Source: an optimization exercise on an open RTL-to-GDS flow (aim: small area, a short achievable clock period and few clock cycles). Production flows keep margins and buffers that such runs may drop.
Function was checked by simulation only, so behaviour that the tests miss may differ from the original.

==> inputs of harbor <==
// CHIP
module CHIP(clk,
            rst_n,
            mem_wen_D,
            mem_addr_D,
            mem_wdata_D,
            mem_rdata_D,
            mem_addr_I,
            mem_rdata_I);
Settings: LEC_CHECK=0, CAP_MARGIN=20, CORE_MARGIN=2, CORE_UTILIZATION=55, SETUP_SLACK_MARGIN=1.0, SLEW_MARGIN=20; clock period 12.0 ns.
standard.sh (not shown) runs the stock make flow with config.mk's settings and CLKGATE_MAP_FILE= SYNTH_SCRIPT=/design/flow/synth_recipe.tcl, a recipe that flattens the netlist after the stock synthesis.
==> flow/flow/run.sh <==
#!/bin/bash
set -euo pipefail
bash standard.sh SETUP_SLACK_MARGIN=8 "BUFFER_PORTS_ARGS=-buffer_cell sky130_fd_sc_hd__buf_4" finish > standard_make.log 2>&1
==> tundra: changes against harbor <==
==> flow/design.v (replaced) <==
module CHIP(clk,
            rst_n,
            mem_wen_D,
            mem_addr_D,
            mem_wdata_D,
            mem_rdata_D,
            mem_addr_I,
            mem_rdata_I);
    input         clk, rst_n ;
    output        mem_wen_D  ;
    output [31:0] mem_addr_D ;
    output [31:0] mem_wdata_D;
    input  [31:0] mem_rdata_D;
    output [31:0] mem_addr_I ;
    input  [31:0] mem_rdata_I;
    reg  [31:0] pcF;
    reg         vD, jumpedD, hiMissD;
    reg  [31:0] irD, pcD;
    reg         vE, killE;
    reg  [ 4:0] rdE;
    reg         wenE, loadE, storeE, brE, jalrE, mdE, divE;
    reg         brGE, brLT, off4E, off8E;
    reg         subE;
    reg         selAddE, selAndE, selOrE, selXorE, selSltE, selSllE, selSrlE;
    reg  [31:0] opAE, opBE, sdE;
    reg         wenM, loadM, storeM;
    reg  [ 4:0] rdM;
    reg  [31:0] resM, sdM;
    assign mem_addr_I  = pcF;
    assign mem_addr_D  = resM;
    assign mem_wdata_D = sdM;
    assign mem_wen_D   = storeM;
    wire [4:0] opc  = irD[6:2];
    wire [4:0] rs1D = irD[19:15];
    wire [4:0] rs2D = irD[24:20];
    wire [4:0] rdD  = irD[11:7];
    wire [2:0] f3D  = irD[14:12];
    wire isOP    = (opc == 5'b01100);
    wire isOPIMM = (opc == 5'b00100);
    wire isLOAD  = (opc == 5'b00000);
    wire isSTORE = (opc == 5'b01000);
    wire isAUIPC = (opc == 5'b00101);
    wire isJAL   = (opc == 5'b11011);
    wire isJALR  = (opc == 5'b11001);
    wire isBR    = (opc == 5'b11000);
    wire opLogic = (f3D == 3'b111) || (f3D == 3'b110);
    wire isMD    = isOP & irD[25] & ~opLogic;
    wire isDIV   = (f3D == 3'b100);
    wire brSelf  = isBR & (rs1D == rs2D);
    wire off4D   = ~irD[31] & ~irD[7] & (irD[30:25] == 6'd0) & (irD[11:8] == 4'd2);
    wire off8D   = ~irD[31] & ~irD[7] & (irD[30:25] == 6'd0) & (irD[11:8] == 4'd4);
    wire usesRs1  = isOP | isOPIMM | isLOAD | isSTORE | isJALR | (isBR & ~brSelf);
    wire usesRs2  = isOP | isSTORE | (isBR & ~brSelf);
    wire writesRd = (isOP | isOPIMM | isLOAD | isAUIPC | isJAL | isJALR) & (rdD != 5'd0);
    wire [31:0] immI = {{20{irD[31]}}, irD[31:20]};
    wire [31:0] immS = {{20{irD[31]}}, irD[31:25], irD[11:7]};
    wire [31:0] immB = {{20{irD[31]}}, irD[7], irD[30:25], irD[11:8], 1'b0};
    wire [31:0] immU = {irD[31:12], 12'b0};
    wire [31:0] immJ = {{12{irD[31]}}, irD[19:12], irD[20], irD[30:21], 1'b0};
    wire dSub = isBR | (isOP & ~irD[25] & irD[30] & ~opLogic & ~isDIV);
    wire dAnd = isOP & (f3D == 3'b111);
    wire dOr  = isOP & (f3D == 3'b110);
    wire dXor = isOP & isDIV & ~irD[25];
    wire dSlt = isOPIMM & (f3D == 3'b010);
    wire dSll = isOPIMM & (f3D == 3'b001);
    wire dSrl = isOPIMM & (f3D == 3'b101);
    wire dAdd = ~(dAnd | dOr | dXor | dSlt | dSll | dSrl);
    wire dSubAll = dSub | dSlt | isMD;    
    wire [31:0] wbData = loadM ? mem_rdata_D : resM;
    wire [31:0] rf1, rf2;
    regfile rf0(
        .clk(clk), .rst_n(rst_n),
        .we(wenM), .wa(rdM), .wd(wbData),
        .ra1(rs1D), .ra2(rs2D),
        .q1(rf1), .q2(rf2));
    wire hitM1 = wenM & (rdM == rs1D);
    wire hitM2 = wenM & (rdM == rs2D);
    wire [31:0] rs1v = hitM1 ? wbData : rf1;
    wire [31:0] rs2v = hitM2 ? wbData : rf2;
    wire vEff = vE & ~killE;
    wire        mdBusy, mdDone, mdWen;
    wire [ 4:0] mdRd;
    wire [31:0] mdRes;
    wire        inject = mdDone & (~vEff | (~wenE & ~loadE & ~storeE & ~mdE));
    wire        mdPend = mdBusy & ~inject & mdWen;
    wire hitE1 = (vEff & wenE & ~mdE & (rdE == rs1D)) | (inject & mdWen & (mdRd == rs1D));
    wire hitE2 = (vEff & wenE & ~mdE & (rdE == rs2D)) | (inject & mdWen & (mdRd == rs2D));
    wire [31:0] resE;
    wire [31:0] rs1f = hitE1 ? resE : rs1v;
    wire [31:0] rs2f = hitE2 ? resE : rs2v;
    wire loadUse = vEff & loadE & wenE &
                   ((usesRs1 & (rdE == rs1D)) | (usesRs2 & (rdE == rs2D)));
    wire mdDepE  = vEff & mdE & wenE &
                   ((usesRs1 & (rdE == rs1D)) | (usesRs2 & (rdE == rs2D)) | (writesRd & (rdE == rdD)));
    wire mdDepU  = mdPend &
                   ((usesRs1 & (mdRd == rs1D)) | (usesRs2 & (mdRd == rs2D)) | (writesRd & (mdRd == rdD)));
    wire stallD  = vD & (loadUse | mdDepE | mdDepU);
    wire        takenE;
    wire [31:0] aluSum;
    wire        mdReplay;
    wire        redirE = vEff & (jalrE | (brE & takenE & ~off4E & (~off8E | jumpedD)) | mdReplay);
    wire        skipD  = vEff & brE & takenE & off8E & ~jumpedD;
    wire [31:0] redirTgtE = jalrE ? aluSum : sdE;
    wire        jalrD  = isJALR & (irD[31:20] == 12'd0) & ~hitE1;
    wire        redirD = vD & ~stallD & (jumpedD ? hiMissD : (isJAL | (brSelf & ~off4D) | jalrD));
    wire [31:0] tgtDx  = (irD[2] & ~irD[3]) ? rs1v : tgtD;
    wire [31:0] ir = mem_rdata_I;
    wire        jalF  = (ir[6:2] == 5'b11011);
    wire        selfF = (ir[6:2] == 5'b11000) & (ir[19:15] == ir[24:20]);
    wire        fitF  = (ir[19:12] == {8{ir[31]}});
    wire        jumpF = jalF | selfF;
    wire [12:0] loJF  = {1'b0, pcF[11:0]} + {1'b0, ir[20], ir[30:21], 1'b0};
    wire [12:0] loBF  = {1'b0, pcF[11:0]} + {1'b0, ir[7], ir[30:25], ir[11:8], 1'b0};
    wire [31:0] tgtF  = {pcF[31:12], ir[3] ? loJF[11:0] : loBF[11:0]};
    wire        hiMissF = ((ir[3] ? loJF[12] : loBF[12]) != ir[31]) | (jalF & ~fitF);
    wire [31:0] tgtD   = pcD + (irD[3] ? immJ : immB);
    wire [31:0] pcSeq  = stallD ? pcF :
                         jumpF  ? tgtF : pcF + 32'd4;
    wire [31:0] pcRest = redirD ? tgtDx : pcSeq;
    wire        useSeq = skipD & ~redirE;
    wire        useRest = ~skipD & ~redirE;
    wire [31:0] pcNext = ({32{redirE}} & redirTgtE) | ({32{useSeq}} & pcSeq) | ({32{useRest}} & pcRest);
    always @(posedge clk or negedge rst_n) begin
        if (!rst_n) begin
            pcF <= 32'h00010000;
            vD  <= 1'b0;
        end
        else begin
            pcF <= pcNext;
            if (redirE | (redirD & ~skipD) | (skipD & stallD)) vD <= 1'b0;
            else if (!stallD)                                  vD <= 1'b1;
        end
    end
    always @(posedge clk) begin
        if (!stallD) begin
            irD <= mem_rdata_I;
            pcD <= pcF;
            jumpedD <= jumpF;
            hiMissD <= hiMissF;
        end
    end
    wire goE = vD & ~stallD;
    always @(posedge clk or negedge rst_n) begin
        if (!rst_n) begin
            vE <= 1'b0;
            killE <= 1'b0;
            wenE <= 1'b0;
            loadE <= 1'b0;
            storeE <= 1'b0;
            brE <= 1'b0;
            jalrE <= 1'b0;
            mdE <= 1'b0;
        end
        else begin
            vE     <= goE;
            killE  <= redirE | skipD;
            wenE   <= goE & writesRd;
            loadE  <= goE & isLOAD;
            storeE <= goE & isSTORE;
            brE    <= goE & isBR & ~brSelf;
            jalrE  <= goE & isJALR & ~jalrD;
            mdE    <= goE & isMD;
        end
    end
    always @(posedge clk) begin
        rdE   <= rdD;
        divE  <= isDIV;
        brGE  <= (f3D == 3'b101);
        brLT  <= (f3D == 3'b100);
        off4E <= off4D;
        off8E <= off8D;
        subE  <= dSubAll;
        selAddE <= dAdd;
        selAndE <= dAnd;
        selOrE  <= dOr;
        selXorE <= dXor;
        selSltE <= dSlt;
        selSllE <= dSll;
        selSrlE <= dSrl;
        opAE  <= (isAUIPC | isJAL) ? pcD : rs1f;
        opBE  <= {32{dSubAll}} ^ ((isOP | isBR) ? rs2f :
                                  isJAL   ? 32'd4 :
                                  isSTORE ? immS :
                                  isAUIPC ? immU : immI);
        sdE   <= isBR ? tgtD : isMD ? pcD : rs2f;
    end
    wire [31:0] A  = opAE;
    wire [31:0] Bx = opBE;                
    wire [31:0] B  = ~Bx;                 
    wire [31:0] SD = sdE;
    wire [32:0] addOut = {1'b0, A} + {1'b0, Bx} + {32'd0, subE};
    assign aluSum = addOut[31:0];
    wire   geu    = addOut[32];           
    wire   eqE    = &(A ^ Bx);            
    assign takenE = eqE | (brGE & ~aluSum[31]) | (brLT & aluSum[31]);
    wire [31:0] Arev, shr, shl;
    genvar k;
    generate
        for (k = 0; k < 32; k = k + 1) begin : rev
            assign Arev[k] = A[31-k];
            assign shl[k]  = shr[31-k];
        end
    endgenerate
    wire [31:0] shIn = selSllE ? Arev : A;
    assign shr = shIn >> Bx[4:0];
    wire        aZero = (A == 32'd0);
    wire        bZero = (Bx == 32'hFFFFFFFF);    
    wire        mdQuick = divE ? (bZero | ~geu) : (aZero | bZero);
    assign      mdReplay = mdE & ~mdQuick & mdBusy;
    wire        mdStart = vEff & mdE & ~mdQuick & ~mdBusy;
    wire        mdSwap = ((A[31:8] == 24'd0) & (B[31:8] != 24'd0)) |
                         ((A[31:16] == 16'd0) & (B[31:16] != 16'd0)) |
                         ((A[31:24] == 8'd0) & (B[31:24] != 8'd0));
    wire        mdSel = mdE;
    assign      resE = inject ? mdRes :
                       mdSel  ? {32{divE & bZero}} :
                       ({32{selAddE}} & aluSum)
                     | ({32{selAndE}} & (A & Bx))
                     | ({32{selOrE }} & (A | Bx))
                     | ({32{selXorE}} & (A ^ Bx))
                     | ({32{selSltE}} & {31'd0, ~geu})
                     | ({32{selSllE}} & shl)
                     | ({32{selSrlE}} & shr);
    muldiv md0(
        .clk(clk), .rst_n(rst_n),
        .start(mdStart), .div(divE), .swap(mdSwap), .rd(rdE), .wen(wenE),
        .a(A), .b(B), .ack(inject),
        .busy(mdBusy), .done(mdDone), .rdOut(mdRd), .wenOut(mdWen), .res(mdRes));
    always @(posedge clk or negedge rst_n) begin
        if (!rst_n) begin
            wenM   <= 1'b0;
            loadM  <= 1'b0;
            storeM <= 1'b0;
        end
        else begin
            wenM   <= (inject & mdWen) | (wenE & ~killE & ~(mdE & ~mdQuick));
            loadM  <= loadE & ~killE;
            storeM <= storeE & ~killE;
        end
    end
    always @(posedge clk) begin
        rdM  <= inject ? mdRd : rdE;
        resM <= resE;
        sdM  <= SD;
    end
endmodule
module regfile(clk, rst_n, we, wa, wd, ra1, ra2, q1, q2);
    input         clk, rst_n, we;
    input  [ 4:0] wa, ra1, ra2;
    input  [31:0] wd;
    output [31:0] q1, q2;
    reg [31:0] r [0:31];
    reg [31:1] rv;
    integer i;
    always @(posedge clk) begin
        for (i = 1; i < 32; i = i + 1)
            if (we && wa == i) r[i] <= wd;
    end
    always @(posedge clk or negedge rst_n) begin
        if (!rst_n) rv <= 31'd0;
        else if (we && wa != 5'd0) rv[wa] <= 1'b1;
    end
    wire [31:0] rvx = {rv, 1'b0};
    wire [31:0] raw1 = r[ra1];
    wire [31:0] raw2 = r[ra2];
    wire [31:0] init1 = (ra1 == 5'd2) ? 32'hBFFFFFF0 : (ra1 == 5'd3) ? 32'h10008000 : 32'd0;
    wire [31:0] init2 = (ra2 == 5'd2) ? 32'hBFFFFFF0 : (ra2 == 5'd3) ? 32'h10008000 : 32'd0;
    assign q1 = rvx[ra1] ? raw1 : init1;
    assign q2 = rvx[ra2] ? raw2 : init2;
endmodule
module muldiv(clk, rst_n, start, div, swap, rd, wen, a, b, ack, busy, done, rdOut, wenOut, res);
    input         clk, rst_n;
    input         start, div, swap, wen, ack;
    input  [ 4:0] rd;
    input  [31:0] a, b;
    output        busy, done;
    output [ 4:0] rdOut;
    output        wenOut;
    output [31:0] res;
    localparam IDLE = 3'd0, MUL = 3'd1, NORM = 3'd2, DIV = 3'd3, DONE = 3'd4;
    reg  [ 2:0] st;
    reg  [31:0] x;       
    reg  [31:0] y;       
    reg  [32:0] p;       
    reg  [ 4:0] cnt;
    reg  [ 4:0] rdq;
    reg         wenq, isDiv;
    assign busy   = (st != IDLE);
    assign done   = (st == DONE);
    assign rdOut  = rdq;
    assign wenOut = wenq;
    assign res    = isDiv ? y : p[31:0];
    wire [31:0] pp0 = y[0] ? x : 32'd0;
    wire [31:0] pp1 = y[1] ? {x[30:0], 1'b0} : 32'd0;
    wire [31:0] mulNext = p[31:0] + pp0 + pp1;
    wire [31:0] xNext = {x[29:0], 2'b00};
    wire [31:0] yNext = {2'b00, y[31:2]};
    wire        mulLast = (yNext == 32'd0) | (xNext == 32'd0);
    wire [32:0] xOp = {33{~p[32]}} ^ {1'b0, x};           
    wire [33:0] difC = {p, 1'b1} + {xOp, ~p[32]};         
    wire [32:0] dif = difC[33:1];
    wire        qbit = ~dif[32];
    wire [31:0] qNext = {y[30:0], qbit};
    wire        divLast = (cnt == 5'd0);
    wire [31:0] sm;
    assign sm[31] = p[31];    
    genvar g;
    generate
        for (g = 30; g >= 0; g = g - 1) begin : smear
            assign sm[g] = sm[g+1] | p[g];
        end
    endgenerate
    wire can1 = ~x[31] & ((({x[30:0], 1'b0}) & ~sm) == 32'd0);
    wire can4 = (x[31:28] == 4'd0) & ((({x[27:0], 4'b0}) & ~sm) == 32'd0);
    always @(posedge clk or negedge rst_n) begin
        if (!rst_n) st <= IDLE;
        else begin
            case (st)
                IDLE: if (start) st <= div ? NORM : MUL;
                MUL:  if (mulLast) st <= DONE;
                NORM: if (!can1 && divLast) st <= DONE;
                      else if (!can1) st <= DIV;
                DIV:  if (divLast) st <= DONE;
                DONE: if (ack) st <= IDLE;
                default: st <= IDLE;
            endcase
        end
    end
    always @(posedge clk) begin
        case (st)
            IDLE: begin
                cnt <= 5'd0;
                rdq <= rd;
                wenq <= wen;
                isDiv <= div;
                if (div) begin
                    p <= {1'b0, a};
                    x <= b;
                    y <= 32'd0;
                end
                else begin
                    p <= 33'd0;
                    x <= swap ? b : a;
                    y <= swap ? a : b;
                end
            end
            MUL: begin
                p <= {1'b0, mulNext};
                x <= xNext;
                y <= yNext;
            end
            NORM, DIV: begin
                if (st == NORM && can4) begin
                    x <= {x[27:0], 4'b0};
                    cnt <= cnt + 5'd4;
                end
                else if (st == NORM && can1) begin
                    x <= {x[30:0], 1'b0};
                    cnt <= cnt + 5'd1;
                end
                else begin
                    p <= dif;
                    y <= qNext;
                    x <= {1'b0, x[31:1]};
                    cnt <= cnt - 5'd1;
                end
            end
            default: begin
                x <= xNext;      
            end
        endcase
    end
endmodule
CORE_UTILIZATION = 36   (was 55)
==> quartz: changes against harbor <==
--- a/flow/design.v
+++ b/flow/design.v
@@ -9,21 +9,21 @@
     input         clk, rst_n ;
     output        mem_wen_D  ;
     output [31:0] mem_addr_D ;
     output [31:0] mem_wdata_D;
     input  [31:0] mem_rdata_D;
     output [31:0] mem_addr_I ;
     input  [31:0] mem_rdata_I;
     reg  [31:0] pcF;
-    reg         vD, jumpedD, predD, hiMissD;
+    reg         vD;
     reg  [31:0] irD, pcD;
     reg         vE, killE;
     reg  [ 4:0] rdE;
-    reg         wenE, loadE, storeE, brE, jalrE, predE, mdE, divE;
+    reg         wenE, loadE, storeE, brE, jalrE, mdE, divE;
     reg         brGE, brLT, off4E, off8E;
     reg         subE;
     reg         selAddE, selAndE, selOrE, selXorE, selSltE, selSllE, selSrlE;
     reg  [31:0] opAE, opBE, sdE;
     reg         wenM, loadM, storeM;
     reg  [ 4:0] rdM;
     reg  [31:0] resM, sdM;
     assign mem_addr_I  = pcF;
@@ -61,22 +61,22 @@
     wire dAnd = isOP & (f3D == 3'b111);
     wire dOr  = isOP & (f3D == 3'b110);
     wire dXor = isOP & isDIV & ~irD[25];
     wire dSlt = isOPIMM & (f3D == 3'b010);
     wire dSll = isOPIMM & (f3D == 3'b001);
     wire dSrl = isOPIMM & (f3D == 3'b101);
     wire dAdd = ~(dAnd | dOr | dXor | dSlt | dSll | dSrl);
     wire [31:0] wbData = loadM ? mem_rdata_D : resM;
-    wire [31:0] rf1, rf2, x1v;
+    wire [31:0] rf1, rf2;
     regfile rf0(
         .clk(clk), .rst_n(rst_n),
         .we(wenM), .wa(rdM), .wd(wbData),
         .ra1(rs1D), .ra2(rs2D),
-        .q1(rf1), .q2(rf2), .x1(x1v));
+        .q1(rf1), .q2(rf2));
     wire hitM1 = wenM & (rdM == rs1D);
     wire hitM2 = wenM & (rdM == rs2D);
     wire [31:0] rs1v = hitM1 ? wbData : rf1;
     wire [31:0] rs2v = hitM2 ? wbData : rf2;
     wire vEff = vE & ~killE;
     wire        mdBusy, mdDone, mdWen;
     wire [ 4:0] mdRd;
     wire [31:0] mdRes;
@@ -92,80 +92,60 @@
     wire mdDepE  = vEff & mdE & wenE &
                    ((usesRs1 & (rdE == rs1D)) | (usesRs2 & (rdE == rs2D)) | (writesRd & (rdE == rdD)));
     wire mdDepU  = mdPend &
                    ((usesRs1 & (mdRd == rs1D)) | (usesRs2 & (mdRd == rs2D)) | (writesRd & (mdRd == rdD)));
     wire stallD  = vD & (loadUse | mdDepE | mdDepU);
     wire        takenE;
     wire [31:0] aluSum;
     wire        mdReplay;
-    wire        jalrOk = predE & vD & (pcD == opAE);
-    wire        redirE = vEff & ((jalrE & ~jalrOk) | (brE & takenE & ~off4E & (~off8E | jumpedD | predD)) | mdReplay);
-    wire        skipD  = vEff & brE & takenE & off8E & ~jumpedD & ~predD;
+    wire        redirE = vEff & (jalrE | (brE & takenE & ~off4E & ~off8E) | mdReplay);
+    wire        skipD  = vEff & brE & takenE & off8E;
     wire [31:0] redirTgtE = jalrE ? aluSum : sdE;
-    wire        redirD = vD & ~stallD & (jumpedD ? hiMissD : (isJAL | (brSelf & ~off4D)));
-    wire [31:0] ir = mem_rdata_I;
-    wire        jalF  = (ir[6:2] == 5'b11011);
-    wire        selfF = (ir[6:2] == 5'b11000) & (ir[19:15] == ir[24:20]);
-    wire        fitF  = (ir[19:12] == {8{ir[31]}});
-    wire        jumpF = (jalF & fitF) | selfF;
-    wire [12:0] loJF  = {1'b0, pcF[11:0]} + {1'b0, ir[20], ir[30:21], 1'b0};
-    wire [12:0] loBF  = {1'b0, pcF[11:0]} + {1'b0, ir[7], ir[30:25], ir[11:8], 1'b0};
-    wire [31:0] tgtF  = {pcF[31:12], ir[3] ? loJF[11:0] : loBF[11:0]};
-    wire        hiMissF = ((ir[3] ? loJF[12] : loBF[12]) != ir[31]);
-    wire        jalrF = (ir[6:2] == 5'b11001) & (ir[19:15] == 5'd1) & (ir[31:20] == 12'd0);
+    wire        redirD = vD & (isJAL | (brSelf & ~off4D)) & ~stallD;
     wire [31:0] tgtD   = pcD + (irD[3] ? immJ : immB);
-    wire        keepF     = redirE | (redirD & ~skipD) | stallD;
-    wire        takeJumpF = jumpF & ~keepF;
-    wire        takeJalrF = jalrF & ~keepF;
-    wire [31:0] pcNext    = redirE ? redirTgtE :
-                            (redirD & ~skipD) ? tgtD :
-                            stallD ? pcF : pcF + 32'd4;
     always @(posedge clk or negedge rst_n) begin
         if (!rst_n) begin
             pcF <= 32'h00010000;
             vD  <= 1'b0;
         end
         else begin
-            pcF <= takeJumpF ? tgtF : takeJalrF ? x1v : pcNext;
+            if (redirE)                pcF <= redirTgtE;
+            else if (redirD & ~skipD)  pcF <= tgtD;
+            else if (!stallD)          pcF <= pcF + 32'd4;
             if (redirE | (redirD & ~skipD) | (skipD & stallD)) vD <= 1'b0;
             else if (!stallD)                                  vD <= 1'b1;
         end
     end
     always @(posedge clk) begin
         if (!stallD) begin
             irD <= mem_rdata_I;
             pcD <= pcF;
-            jumpedD <= jumpF;
-            hiMissD <= hiMissF;
-            predD   <= jalrF;
         end
     end
     wire goE = vD & ~stallD;
     always @(posedge clk or negedge rst_n) begin
         if (!rst_n) begin
             vE <= 1'b0;
             killE <= 1'b0;
             wenE <= 1'b0;
             loadE <= 1'b0;
             storeE <= 1'b0;
             brE <= 1'b0;
             jalrE <= 1'b0;
-            predE <= 1'b0;
             mdE <= 1'b0;
         end
         else begin
             vE     <= goE;
             killE  <= redirE | skipD;
             wenE   <= goE & writesRd;
             loadE  <= goE & isLOAD;
             storeE <= goE & isSTORE;
             brE    <= goE & isBR & ~brSelf;
             jalrE  <= goE & isJALR;
-            predE  <= predD;
             mdE    <= goE & isMD;
         end
     end
     always @(posedge clk) begin
         rdE   <= rdD;
         divE  <= isDIV;
         brGE  <= (f3D == 3'b101);
         brLT  <= (f3D == 3'b100);
@@ -237,22 +217,21 @@
         end
     end
     always @(posedge clk) begin
         rdM  <= inject ? mdRd : rdE;
         resM <= resE;
         sdM  <= SD;
     end
 endmodule
-module regfile(clk, rst_n, we, wa, wd, ra1, ra2, q1, q2, x1);
+module regfile(clk, rst_n, we, wa, wd, ra1, ra2, q1, q2);
     input         clk, rst_n, we;
     input  [ 4:0] wa, ra1, ra2;
     input  [31:0] wd;
     output [31:0] q1, q2;
-    output [31:0] x1;       
     reg [31:0] r [0:31];
     reg [31:1] rv;
     integer i;
     always @(posedge clk) begin
         for (i = 1; i < 32; i = i + 1)
             if (we && wa == i) r[i] <= wd;
     end
     always @(posedge clk or negedge rst_n) begin
@@ -261,47 +240,42 @@
     end
     wire [31:0] rvx = {rv, 1'b0};
     wire [31:0] raw1 = r[ra1];
     wire [31:0] raw2 = r[ra2];
     wire [31:0] init1 = (ra1 == 5'd2) ? 32'hBFFFFFF0 : (ra1 == 5'd3) ? 32'h10008000 : 32'd0;
     wire [31:0] init2 = (ra2 == 5'd2) ? 32'hBFFFFFF0 : (ra2 == 5'd3) ? 32'h10008000 : 32'd0;
     assign q1 = rvx[ra1] ? raw1 : init1;
     assign q2 = rvx[ra2] ? raw2 : init2;
-    assign x1 = rv[1] ? r[1] : 32'd0;
 endmodule
 module muldiv(clk, rst_n, start, div, swap, rd, wen, a, b, ack, busy, done, rdOut, wenOut, res);
     input         clk, rst_n;
     input         start, div, swap, wen, ack;
     input  [ 4:0] rd;
     input  [31:0] a, b;
     output        busy, done;
     output [ 4:0] rdOut;
     output        wenOut;
     output [31:0] res;
     localparam IDLE = 3'd0, MUL = 3'd1, NORM = 3'd2, DIV = 3'd3, DONE = 3'd4;
     reg  [ 2:0] st;
     reg  [31:0] x;       
     reg  [31:0] y;       
     reg  [31:0] p;       
-    reg  [31:0] c;       
     reg  [ 4:0] cnt;
     reg  [ 4:0] rdq;
     reg         wenq, isDiv;
     assign busy   = (st != IDLE);
     assign done   = (st == DONE);
     assign rdOut  = rdq;
     assign wenOut = wenq;
-    assign res    = isDiv ? y : (p + c);
+    assign res    = isDiv ? y : p;
     wire [31:0] pp0 = y[0] ? x : 32'd0;
     wire [31:0] pp1 = y[1] ? {x[30:0], 1'b0} : 32'd0;
-    wire [31:0] s1 = p ^ c ^ pp0;
-    wire [31:0] c1 = {(p[30:0] & c[30:0]) | (p[30:0] & pp0[30:0]) | (c[30:0] & pp0[30:0]), 1'b0};
-    wire [31:0] s2 = s1 ^ c1 ^ pp1;
-    wire [31:0] c2 = {(s1[30:0] & c1[30:0]) | (s1[30:0] & pp1[30:0]) | (c1[30:0] & pp1[30:0]), 1'b0};
+    wire [31:0] mulNext = p + pp0 + pp1;
     wire [31:0] xNext = {x[29:0], 2'b00};
     wire [31:0] yNext = {2'b00, y[31:2]};
     wire        mulLast = (yNext == 32'd0) | (xNext == 32'd0);
     wire [32:0] dif = {1'b0, p} - {1'b0, x};
     wire        qbit = ~dif[32];
     wire [31:0] qNext = {y[30:0], qbit};
     wire        divLast = (cnt == 5'd0);
     wire [31:0] sm;
@@ -330,31 +304,29 @@
     end
     always @(posedge clk) begin
         case (st)
             IDLE: begin
                 cnt <= 5'd0;
                 rdq <= rd;
                 wenq <= wen;
                 isDiv <= div;
-                c <= 32'd0;
                 if (div) begin
                     p <= a;
                     x <= b;
                     y <= 32'd0;
                 end
                 else begin
                     p <= 32'd0;
                     x <= swap ? b : a;
                     y <= swap ? a : b;
                 end
             end
             MUL: begin
-                p <= s2;
-                c <= c2;
+                p <= mulNext;
                 x <= xNext;
                 y <= yNext;
             end
             NORM, DIV: begin
                 if (st == NORM && can4) begin
                     x <= {x[27:0], 4'b0};
                     cnt <= cnt + 5'd4;
                 end
==> flow/flow/run.sh (replaced) <==
#!/bin/bash
set -euo pipefail
bash standard.sh SETUP_SLACK_MARGIN=8 finish > standard_make.log 2>&1
CORE_UTILIZATION = 30   (was 55)
==> summary.txt <==
Design area: harbor > tundra > quartz. Synthesized area: quartz < tundra < harbor. Core utilization: quartz is lower than harbor (30 points). The lowest die area belongs to harbor, the highest to quartz.
Testbench counts of harbor, summed over its fixed seeds: cycles 25,374.
Testbench counts of tundra, summed over its fixed seeds: cycles 25,547.
Testbench counts of quartz, summed over its fixed seeds: cycles 27,056.

-- afterwards: timing with drivers on the ports --
In the flow no input, the clock included, has a driving cell. The finished layouts below were timed again as built, in two steps. Step 1 (the two cells are an assumption about what drives the block):
set clk [get_ports {clk}]
set_driving_cell -lib_cell sky130_fd_sc_hd__clkbuf_16 $clk
set_driving_cell -lib_cell sky130_fd_sc_hd__buf_2 [delete_from_list [all_inputs] $clk]
Step 2, shift: input delay + t, output delay - t, t = (earliest + latest rising clock arrival at the registers) / 2. This alone moves slack from input paths to output paths. Three values: ideal ports, drivers, drivers and shift; two values: the first two.
| run | t (ns) | setup WS [ns] | worst setup path after step 2 | clock arrival spread, ns |
|---|---|---|---|---|
| harbor | 0.902 | 7.673 / 7.673 / 7.077 | input to register | 0.085 / 0.085 |
| tundra | 0.944 | 7.777 / 7.777 / 6.949 | input to register | 0.078 / 0.079 |
| quartz | 0.915 | 7.832 / 7.811 / 7.088 | input to register | 0.092 / 0.092 |
After both steps every run listed still meets setup and hold. The setup slack of tundra, which loses most, moves by 0.000 ns with the drivers and by -0.828 ns with both steps.
